Source: an optimization exercise on an open RTL-to-GDS flow (aim: small area, a short achievable clock period and few clock cycles per item). Production flows keep margins and buffers that such runs may drop.
Function was checked by simulation only, so behaviour that the tests miss may differ from the original.

<file path="design.v">
module calc (
                  input [7:0]  inpA ,
                  input [7:0]  inpB ,
                  input [01:0] inpOpType ,
                  output[15:0] outC  ,
                  input        iValid ,
                  output       iStall ,
                  input        oStall ,
                  output       oValid ,
                  input        clk ,
                  input        rstn 
                  ) ;
   parameter   ST_IDL   = 2'b00 ;
   parameter   ST_VALID = 2'b01 ;
   parameter   ST_STALL = 2'b11 ;
   reg         inp_dstall_r, oup_dval_r ;
   reg         inp_dstall_s, oup_dval_s;
	 reg         lat_inp_ls, lat_inp_hs, mv_lat_l_hs;
   reg [1:0]   st_cur, st_nxt ;
   reg  [15:0] store_ha, store_hb, oup_h ;
   reg  [15:0] store_la, store_lb;
   reg  [01:0] store_lctrl, store_hctrl ;
always @* begin
  inp_dstall_s = 1'b0 ;
  oup_dval_s   = 1'b0 ;
  lat_inp_ls   = 1'b0 ;
  lat_inp_hs   = 1'b0 ;
	mv_lat_l_hs  = 1'b0;
  st_nxt       = st_cur ;
  case(st_cur) 
    ST_IDL : begin
       if(iValid) begin
         lat_inp_hs   = 1'b1 ;
         st_nxt       = ST_VALID ;
      		oup_dval_s = 1'b1 ;
       end
     end
    ST_VALID : begin
      oup_dval_s = 1'b1 ;
			if(oStall) begin
				if(iValid) begin
      		inp_dstall_s = 1'b1 ;
        	st_nxt       = ST_STALL ;
         	lat_inp_ls   = 1'b1 ;
				end
			end
			else if(!iValid)begin
      	oup_dval_s = 1'b0 ;
        st_nxt     = ST_IDL ;
			end
			else begin
         lat_inp_hs   = 1'b1 ;
			end
		end	
    ST_STALL : begin
      oup_dval_s 	= 1'b1 ;
      inp_dstall_s = 1'b1 ;
      if(!oStall) begin
      	inp_dstall_s = 1'b0 ;
        st_nxt       = ST_VALID ;
				mv_lat_l_hs = 1'b1;
      end
     end
  endcase
end
always @(posedge clk or negedge rstn) begin
  if(!rstn) begin
    inp_dstall_r <= 1'b0 ;
    st_cur       <= ST_IDL ;
    oup_dval_r   <= 1'b0 ;
  end
  else begin
    inp_dstall_r <= inp_dstall_s ;
    st_cur       <= st_nxt ;
    oup_dval_r   <= oup_dval_s ;
  end
end
always @(posedge clk) begin
  if(lat_inp_hs) begin
    store_ha    <= inpA ;
    store_hb    <= inpB ;
    store_hctrl <= inpOpType ;
  end
	else if(mv_lat_l_hs)begin
    store_ha    <= store_la ;
    store_hb    <= store_lb ;
    store_hctrl <= store_lctrl ;
  end
end
always @(posedge clk) begin
  if(lat_inp_ls) begin
    store_la    <= inpA ;
    store_lb    <= inpB ;
    store_lctrl <= inpOpType ;
  end
end
always @* begin
  if(store_hctrl == 2'b00) oup_h = store_ha + store_hb ;
  else if(store_hctrl == 2'b01) oup_h = store_ha - store_hb ;
  else if(store_hctrl == 2'b10) oup_h = store_ha * store_hb ;
  else if(store_hb == 0) oup_h = 0 ;
  else oup_h = store_ha / store_hb ;
end
assign iStall   = inp_dstall_r ;
assign oValid   = oup_dval_r ;
assign outC     = oup_h ;
endmodule 
</file>
<file path="run.sh">
#!/bin/bash
# synth_recipe.tcl (not shown) runs the flow's synth.tcl, then flattens the netlist and writes it again
# the make line also repeats each setting of config.mk as NAME=value (left out here)
make -C /OpenROAD-flow-scripts/flow DESIGN_CONFIG=/design/flow/config.mk WORK_HOME=/design/flow/orfs CLKGATE_MAP_FILE= SYNTH_SCRIPT=/design/flow/synth_recipe.tcl finish
</file>
<file path="config.mk">
export PLATFORM = sky130hd
export DESIGN_NAME = calc
export DESIGN_NICKNAME = calc
export VERILOG_FILES = /design/flow/design.v
export SDC_FILE = /design/flow/constraint.sdc
export NUM_CORES = 4
export LEC_CHECK = 0
export CAP_MARGIN = 20
export CORE_MARGIN = 2
export CORE_UTILIZATION = 40
export SLEW_MARGIN = 20
</file>
<file path="constraint.sdc">
create_clock -name core_clock -period 38.0 [get_ports {clk}]
set_input_delay 7.6000 -clock core_clock [delete_from_list [all_inputs] [get_ports {clk}]]
set_output_delay 7.6000 -clock core_clock [all_outputs]
set_load 0.01 [all_outputs]
</file>
==> results.py, run 1 <==
metrics = {
    "timing": {
        "finalCriticalPeriod_ns": 36.17,
        "setup_viol": 0,
        "setup_slack_ns": 1.83,
        "worst_slew_pin_slew_ns": 0.830,
        "fmax_ghz": 0.0276,
        "hold_viol": 0,
        "clock_skew_ns": 0.00347,
        "drv_slew": 0,
        "period_share_pct": 95.2,
        "max_slew_margin_pct": 44.7,
    },
    "drt": {
        "wl_per_cell_um": 15.9,
        "drt_first_pass_iters": 5,
        "ant_nets": 0,
        "vias": 8562,
        "wirelength_um": 24500,
        "via_per_inst": 5.55,
        "drt-initial-drc-count": 423,
        "drc_errors": 0,
    },
    "global_routing": {
        "overflow": 0,
        "antenna_found_initial": 0,
        "grt_usage_pct": 19.7,
        "first_global_vias": 8126,
        "grt_pass1_wl_um": 40000,
        "grt_max_degree": 22,
    },
    "synthesis": {
        "synth_area_leader_cell": "ha_1",
        "synth_common_cells": "155 x ha_1, 100 x nand2_1, 99 x nor2_1, 85 x inv_1, 70 x a21oi_1",
        "synth_top_family_by_area": "adder cells",
        "synth_top_area_share_pct": 20.4,
        "synthesis.instances": 1145,
        "synth_edf_count": 36,
        "async_flop_share_pct": 10.0,
        "synth_adder_area_share_pct": 28.4,
        "synth_mux_area_share_pct": 6.64,
        "synth_xor_area_share_pct": 4.97,
        "syn_area_um2": 9520,
        "synth_compound_area_share_pct": 23.4,
        "synth_most_common_cell": "ha_1",
        "ys_seq_area_share_pct": 12.4,
        "yosysWarningCount": 1,
        "synthSimpleGateAreaFrac_pct": 19.6,
        "yosysUniqueCellTypes": 91,
        "synth.area.top_cells": "ha_1 20%, edfxtp_1 11%, fa_1 8.0%, mux2_2 4.5%, o21a_1 4.0%",
        "ys_seq_elements": 40,
        "avgSynthCellArea_um2": 8.32,
        "ys.flop_type": "edfxtp_1",
    },
    "min_path": {
        "hold_path_class": "reg -> reg",
    },
    "critical_path": {
        "worstPathMaxFanout": 18,
        "crit_type": "reg -> out",
        "crit_top_cell": "o21a_1",
        "slowest_delay_ns": 0.59,
        "reg2reg_slack_ns": 36.06,
        "startpoint_type": "flop",
        "crit_arrival_ns": 28.57,
        "worst_ep_required_time_ns": 30.40,
        "endpoint_kind": "output pin",
        "slowest_stage": "edfxtp_1",
    },
    "final_layout": {
        "drive_gt1_share_pct": 13.4,
        "antennaDiodeCount": 0,
        "area_growth_syn_to_layout_pct": 14.4,
        "nNetsFinal": 1437,
    },
    "floorplanning": {
        "start_util_pct": 40.7,
        "num_rows": 56,
        "die_h_um": 158,
        "dieWidth_um": 158,
        "die_area_um2": 25100,
        "pin_count": 40,
        "design.core.area_um2": 23400,
    },
    "clock_tree": {
        "cts_tree": "done",
        "cts_max_level": 2,
        "clkLatencyLatePin_ns": 0.28,
        "cts_root_buf": "clkbuf_16",
        "clk_pin_slew_ns": 0.05,
        "clk_path_buf_depth": 2,
        "cts_made_buffers": 5,
        "cts.sinks": 40,
    },
    "run": {
        "maxCapViolCount": 0,
    },
    "placed_design": {
        "routabilityCongestion": 0.899,
        "dpl.hpwl_um": 19300,
        "place_ws_ns": 0.839,
        "port_buffers": 39,
    },
    "outcome": {
        "status": "finished clean",
    },
}
==> critical path: cells and delay by family, from the launching register on <==
family	cells	cell delay, ns
buffers and inverters	4	1.14
adder cells (fa/ha/maj)	14	4.28
AND/OR/NAND/NOR	35	6.56
flip-flops	1	0.59
multiplexers	5	1.48
AO/OA/AOI/OAI	73	14.24
==> flip-flops by register name (all words and copies together) (netlist names) <==
register,count
oup_dval_r,1
store_hb,8
store_lctrl,2
store_la,8
store_hctrl,2
store_lb,8
store_ha,8
st_cur,2
inp_dstall_r,1
==> metrics by stage <==
step	utilization [%]	cell area, µm²	hold WS [ns]	cells	setup TNS, ns
after global placement	44.2	10400	0.524	1501	0
after global routing	46.6	10900	0.557	1542	-0.0753
after detailed placement	44.2	10400	0.526	1501	0
final	46.6	10900	0.529	1542	0
after CTS	44.9	10500	0.531	1509	0
after floorplan	-	9550	0.480	1152	0
==> worst paths after layout <==
check                                    endpoint                  start  cells past startpoint
setup / recovery                          outC[0]  store_hb[5]$_DFFE_PP_                    131
hold / removal              st_cur[1]$_DFFE_PN0P_  st_cur[0]$_DFFE_PN0P_                      1
setup reg to reg            store_hb[7]$_DFFE_PP_  st_cur[1]$_DFFE_PN0P_                      3
hold reg to reg             st_cur[1]$_DFFE_PN0P_  st_cur[0]$_DFFE_PN0P_                      1
max in group asynchronous   st_cur[0]$_DFFE_PN0P_                   rstn                      1
min in group asynchronous  inp_dstall_r$_DFF_PN0_                   rstn                      1
==> cells in the final DEF (no fill, tap or decap), drive strengths merged, types with 11 or more instances in the layout <==
cell           count
xor2              21
o21ai             69
fa                38
buf               50
a21oi             70
inv               85
mux2i             12
nand2b            17
nor3              47
o211ai            11
ha               155
or2               16
nand2            101
or3               17
nand3             14
nor2             100
o21a              51
o21bai            11
mux2              43
clkdlybuf4s50     39
a21o              23
and2              16
o31ai             20
xnor2             33
edfxtp            36
==> cell families after synthesis <==
logic type               count (synthesis)
AND/OR/NAND/NOR                        366
AO/OA/AOI/OAI                          324
adder cells (fa/ha/maj)                193
buffers and inverters                  112
multiplexers                            55
XOR/XNOR                                54
flip-flops                              40
other                                    1
==> area by class of cell <==
type	instances	area, µm²
Clock inverter	2	35.0
Fill cell	2362	12500
Inverter	86	323
Multi-Input combinational cell	1000	8050
Timing Repair Buffer	89	773
Tap cell	319	399
Clock buffer	6	129
Sequential cell	40	1180
==> per-layer routing <==
layer / wire [µm] / GRT usage (%) / up-vias
met5: 0 / 0 / -
met4: 328 / 3.73 / 0
met3: 765 / 0.735 / 19
met2: 12000 / 35.4 / 158
met1: 11500 / 26.4 / 4057
li1: - / - / 4328
==> timing repair <==
action                                  CTS  global route
resized for setup                         0            31
setup buffers                             0            33
hold buffers                              0             0
endpoints found under the setup margin    0             2
Testbench counts, summed over its fixed seeds: cycles 12,008, items 12,000.
==> run 2: changes to the inputs <==
==> design.v (replaced) <==
module calc (
                  input [7:0]  inpA ,
                  input [7:0]  inpB ,
                  input [01:0] inpOpType ,
                  output[15:0] outC  ,
                  input        iValid ,
                  output       iStall ,
                  input        oStall ,
                  output       oValid ,
                  input        clk ,
                  input        rstn
                  ) ;
   reg         v0, v1, vo, vs ;
   reg  [7:0]  a0, b0 ;
   reg  [1:0]  op0 ;
   reg         dv1 ;           
   reg  [19:0] r1 ;
   reg  [15:0] ro, rs ;
   wire        frz  = vs ;
   wire        take = ~(oStall & vo) ;
   genvar i ;
   wire        sub  = op0[0] ;
   wire [8:0]  as   = {1'b0, a0} + {1'b0, b0 ^ {8{sub}}} + {8'd0, sub} ;
   wire        ov   = as[8] ^ sub ;           
   wire [15:0] r_as = {{7{ov & sub}}, ov, as[7:0]} ;
   wire [15:0] r_mul = a0 * b0 ;
   wire [7:0]  qh ;
   wire [7:0]  remh [4:8] ;
   assign remh[8] = 8'd0 ;
   generate
     for (i = 7; i >= 4; i = i - 1) begin : g_dh
       wire [8:0] t  = {1'b0, remh[i+1][6:0], a0[i]} ;
       wire [8:0] d  = t - {1'b0, b0} ;
       wire       ge = ~d[8] ;
       wire [7:0] rn = ge ? d[7:0] : t[7:0] ;
       assign qh[i]   = ge ;
       assign remh[i] = {{i{1'b0}}, rn[7-i:0]} ;
     end
   endgenerate
   wire        dv0  = op0[1] & op0[0] ;
   wire [19:0] r1_n = dv0 ? {b0, qh[7:4], remh[4][3:0], a0[3:0]}
                          : {4'd0, (op0[1] ? r_mul : r_as)} ;
   wire [7:0]  b1 = r1[19:12] ;
   wire [7:0]  ql ;
   wire [7:0]  reml [0:4] ;
   assign reml[4] = {4'd0, r1[7:4]} ;
   generate
     for (i = 3; i >= 0; i = i - 1) begin : g_dl
       wire [8:0] t  = {1'b0, reml[i+1][6:0], r1[i]} ;
       wire [8:0] d  = t - {1'b0, b1} ;
       wire       ge = ~d[8] ;
       wire [7:0] rn = ge ? d[7:0] : t[7:0] ;
       assign ql[i]   = ge ;
       if (i > 0) begin : g_m
         assign reml[i] = {{i{1'b0}}, rn[7-i:0]} ;
       end else begin : g_l
         assign reml[i] = rn ;
       end
     end
   endgenerate
   wire [15:0] res = dv1 ? ((b1 == 8'd0) ? 16'd0 : {8'd0, r1[11:8], ql[3:0]})
                         : r1[15:0] ;
always @(posedge clk or negedge rstn) begin
  if (!rstn) begin
    v0 <= 1'b0 ;
    v1 <= 1'b0 ;
    vo <= 1'b0 ;
    vs <= 1'b0 ;
  end
  else begin
    if (!frz) begin
      v0 <= iValid ;
      v1 <= v0 ;
    end
    if (take) begin
      if (vs) begin
        vo <= 1'b1 ;
        vs <= 1'b0 ;
      end
      else vo <= v1 ;
    end
    else if (!vs) vs <= v1 ;
  end
end
always @(posedge clk) begin
  if (!frz) begin
    a0  <= inpA ;
    b0  <= inpB ;
    op0 <= inpOpType ;
    dv1 <= dv0 ;
    r1  <= r1_n ;
  end
  if (take) ro <= vs ? rs : res ;
  if (!vs)  rs <= res ;
end
assign iStall = vs ;
assign oValid = vo ;
assign outC   = ro ;
endmodule
==> run 2 against run 1 <==
Synthesized area fell by 30%. Sequential cell count increased by 35. Sequential share of layout area grew 17 points.
==> results.py, run 2 <==
metrics = {
    "global_routing": {
        "antenna_found_initial": 0,
        "first_global_vias": 5002,
        "overflow": 0,
        "grt_usage_pct": 17.8,
        "grt_pass1_wl_um": 24900,
        "grt_max_degree": 42,
    },
    "timing": {
        "rsz0062_at_grt": "false",
        "clock_skew_ns": 0.00589,
        "hold_viol": 0,
        "setup_viol": 0,
        "max_slew_margin_pct": 34.8,
        "finalCriticalPeriod_ns": 9.44,
        "fmax_ghz": 0.106,
        "worst_slew_pin_slew_ns": 0.975,
        "drv_slew": 0,
        "period_share_pct": 24.8,
        "fin_tns_setup_ns": 0,
    },
    "synthesis": {
        "avgSynthCellArea_um2": 10.2,
        "ys_seq_elements": 75,
        "synth_area_leader_cell": "edfxtp_1",
        "synth_most_common_cell": "inv_1",
        "synthesis.instances": 650,
        "synth_top_area_share_pct": 24.9,
        "ys.flop_type": "edfxtp_1",
        "async_flop_share_pct": 5.33,
        "yosysWarningCount": 1,
        "syn_area_um2": 6650,
        "synth_edf_count": 55,
        "ys_seq_area_share_pct": 31.2,
        "synth_common_cells": "85 x inv_1, 82 x ha_1, 55 x edfxtp_1, 46 x nand2_1, 43 x fa_1",
        "synth.area.top_cells": "edfxtp_1 25%, ha_1 15%, fa_1 13%, dfxtp_1 4.8%, inv_1 4.8%",
        "yosysUniqueCellTypes": 64,
    },
    "final_layout": {
        "antennaDiodeCount": 0,
        "stdcell_count": 907,
        "final_cell_mix": "85 x inv_1, 82 x ha_1, 55 x edfxtp_1",
        "nNetsFinal": 829,
        "largest_reg_flops": 20,
        "drive_gt1_share_pct": 6.26,
        "top_regs": "r1: 20 flops, ro: 16 flops, rs: 16 flops",
        "regMostFlops": "r1",
        "fin_util_pct": 45.9,
        "fillerInstances": 1533,
        "final_common_cell": "inv_1",
        "area_growth_syn_to_layout_pct": 13.4,
    },
    "run": {
        "maxCapViolCount": 0,
    },
    "floorplanning": {
        "num_rows": 47,
        "die_area_um2": 17700,
        "pin_count": 40,
        "dieWidth_um": 133,
        "die_h_um": 133,
        "start_util_pct": 40.5,
        "design.core.area_um2": 16400,
    },
    "critical_path": {
        "worst_ep_required_time_ns": 30.40,
        "cpLargestDelayFamily": "flip-flops",
        "startpoint_type": "flop",
        "slowest_stage": "dfrtp_1",
        "endpoint_kind": "output pin",
        "slowest_delay_ns": 0.82,
        "worstPathMaxFanout": 23,
        "path_cells": "clkdlybuf4s50_1",
        "path_buf_inv": 1,
        "crit_type": "reg -> out",
        "crit_arrival_ns": 1.84,
    },
    "clock_tree": {
        "post_cts_resized": 0,
        "cts_max_level": 3,
        "clk_pin_slew_ns": 0.06,
        "clk_path_buf_depth": 2,
        "hold_buffers": 0,
        "cts_made_buffers": 9,
        "cts_root_buf": "clkbuf_16",
        "cts_tree": "done",
        "cts.sinks": 75,
        "clkLatencyLatePin_ns": 0.34,
        "post_cts_buffers": 0,
    },
    "drt": {
        "wirelength_um": 14800,
        "drc_errors": 0,
        "wl_per_cell_um": 16.3,
        "via_per_inst": 5.40,
        "ant_nets": 0,
        "drt-initial-drc-count": 283,
        "drt_first_pass_iters": 5,
        "vias": 4894,
    },
    "placed_design": {
        "routabilityCongestion": 0.834,
        "dpl.cell_count": 891,
        "port_buffers": 39,
        "dpl.hpwl_um": 11500,
    },
    "min_path": {
        "hold_path_class": "reg -> reg",
    },
    "outcome": {
        "status": "finished clean",
    },
}
[run 2: cell types whose count changed after synthesis, moves of 15 or more]
cell / previous run / this run
ha_1: 155 / 82
nor2_1: 99 / 30
nand2_1: 100 / 46
o21ai_0: 66 / 13
o21a_1: 51 / 6
a21oi_1: 70 / 30
nor3_1: 44 / 9
mux2_2: 38 / 14
xnor2_1: 33 / 12
edfxtp_1: 36 / 55
o31ai_1: 19 / 1
dfxtp_1: 0 / 16
or3_1: 17 / 2
[run 2: per-stage QoR]
step | area [µm²] | worst slack, ns | hold WS, ns
final | 7530 | 28.56 | 0.484
after global routing | 7530 | 28.47 | 0.498
after CTS | 7530 | 28.56 | 0.484
after detailed placement | 7250 | 28.91 | 0.470
after global placement | 7250 | 28.96 | 0.475
after floorplan | 6650 | 29.64 | 0.440
[run 2: path summary, 6_finish.rpt]
kind / to / start / cells past startpoint / slack, ns
min in group asynchronous: vs$_DFF_PN0_ / rstn / 1 / 7.47
max in group asynchronous: vo$_DFFE_PN0N_ / rstn / 1 / 30.35
setup reg to reg: ro[0]$_DFFE_PN_ / r1[13]$_DFFE_PN_ / 22 / 31.31
setup / recovery: iStall / vs$_DFF_PN0_ / 1 / 28.56
hold / removal: rs[8]$_DFF_P_ / rs[8]$_DFF_P_ / 1 / 0.48
hold reg to reg: rs[8]$_DFF_P_ / rs[8]$_DFF_P_ / 1 / 0.48
[run 2: logic make-up (layout without fill, tap and decap cells)]
family / after synthesis / count (layout) / share of synthesized area [%]
adders and majority gates: 125 / 125 / 28.4
muxes: 27 / 27 / 4.54
AOI/OAI and AO/OA: 135 / 135 / 14.4
DFF: 75 / 75 / 31.2
and+or+nand+nor: 151 / 151 / 11.4
buffers and inverters: 106 / 143 / 6.01
xor gates and xnor gates: 31 / 31 / 4.09
[run 2: layer usage]
metal	wire length (µm)	vias to the layer above	GRT usage, %
met5	0	-	0
met4	514	0	7.47
met3	501	37	2.91
met2	7190	110	30.2
met1	6540	2400	22.4
li1	-	2347	-
[run 2: layout make-up]
class	count	area [µm²]	share of cell area [%]
clock buffer	9	225	2.99
clock inverter	7	60.1	0.797
inverter	86	323	4.28
multi-input combinational	469	4170	55.4
sequential	75	2070	27.5
tap	220	275	3.65
timing repair buffer	41	405	5.38
[run 2: worst reg2reg max path: cells and delay by family, from the launching register on]
| family | cells | cell delay [ns] |
|---|---|---|
| fa+ha+maj | 4 | 1.62 |
| compound gates | 11 | 2.75 |
| buf+inv | 1 | 0.23 |
| mux | 2 | 0.77 |
| simple gates | 4 | 0.58 |
| flops | 1 | 0.49 |
Testbench counts of run 2, summed over its fixed seeds: cycles 12,024, items 12,000.

[separate check: timing with driven ports]
How much do the figures lean on ideal ports? The routed layouts below were timed once more, with nothing changed but the port constraints. Step 1 (the two cells are an assumption about what drives the block):
set clk [get_ports {clk}]
set_driving_cell -lib_cell sky130_fd_sc_hd__clkbuf_16 $clk
set_driving_cell -lib_cell sky130_fd_sc_hd__buf_2 [delete_from_list [all_inputs] $clk]
Step 2 moves the port delays by t, midway between the first and last clock arrival at a register: inputs arrive t later, outputs are due t later. That takes back most of the time a late clock gives input paths. a / b / c = ideal / step 1 / step 2; a / b = the first two.
| run | t, ns | setup slack, ns | latest minus earliest clock arrival (ns) | worst slew at a driven data input, ns |
|---|---|---|---|---|
| run 1 | 0.310 | 1.831 / 1.800 / 2.110 | 0.004 / 0.004 | 0.03 |
| run 2 | 0.377 | 28.561 / 28.520 / 28.897 | 0.006 / 0.006 | 0.04 |
After both steps every run listed still meets setup and hold.
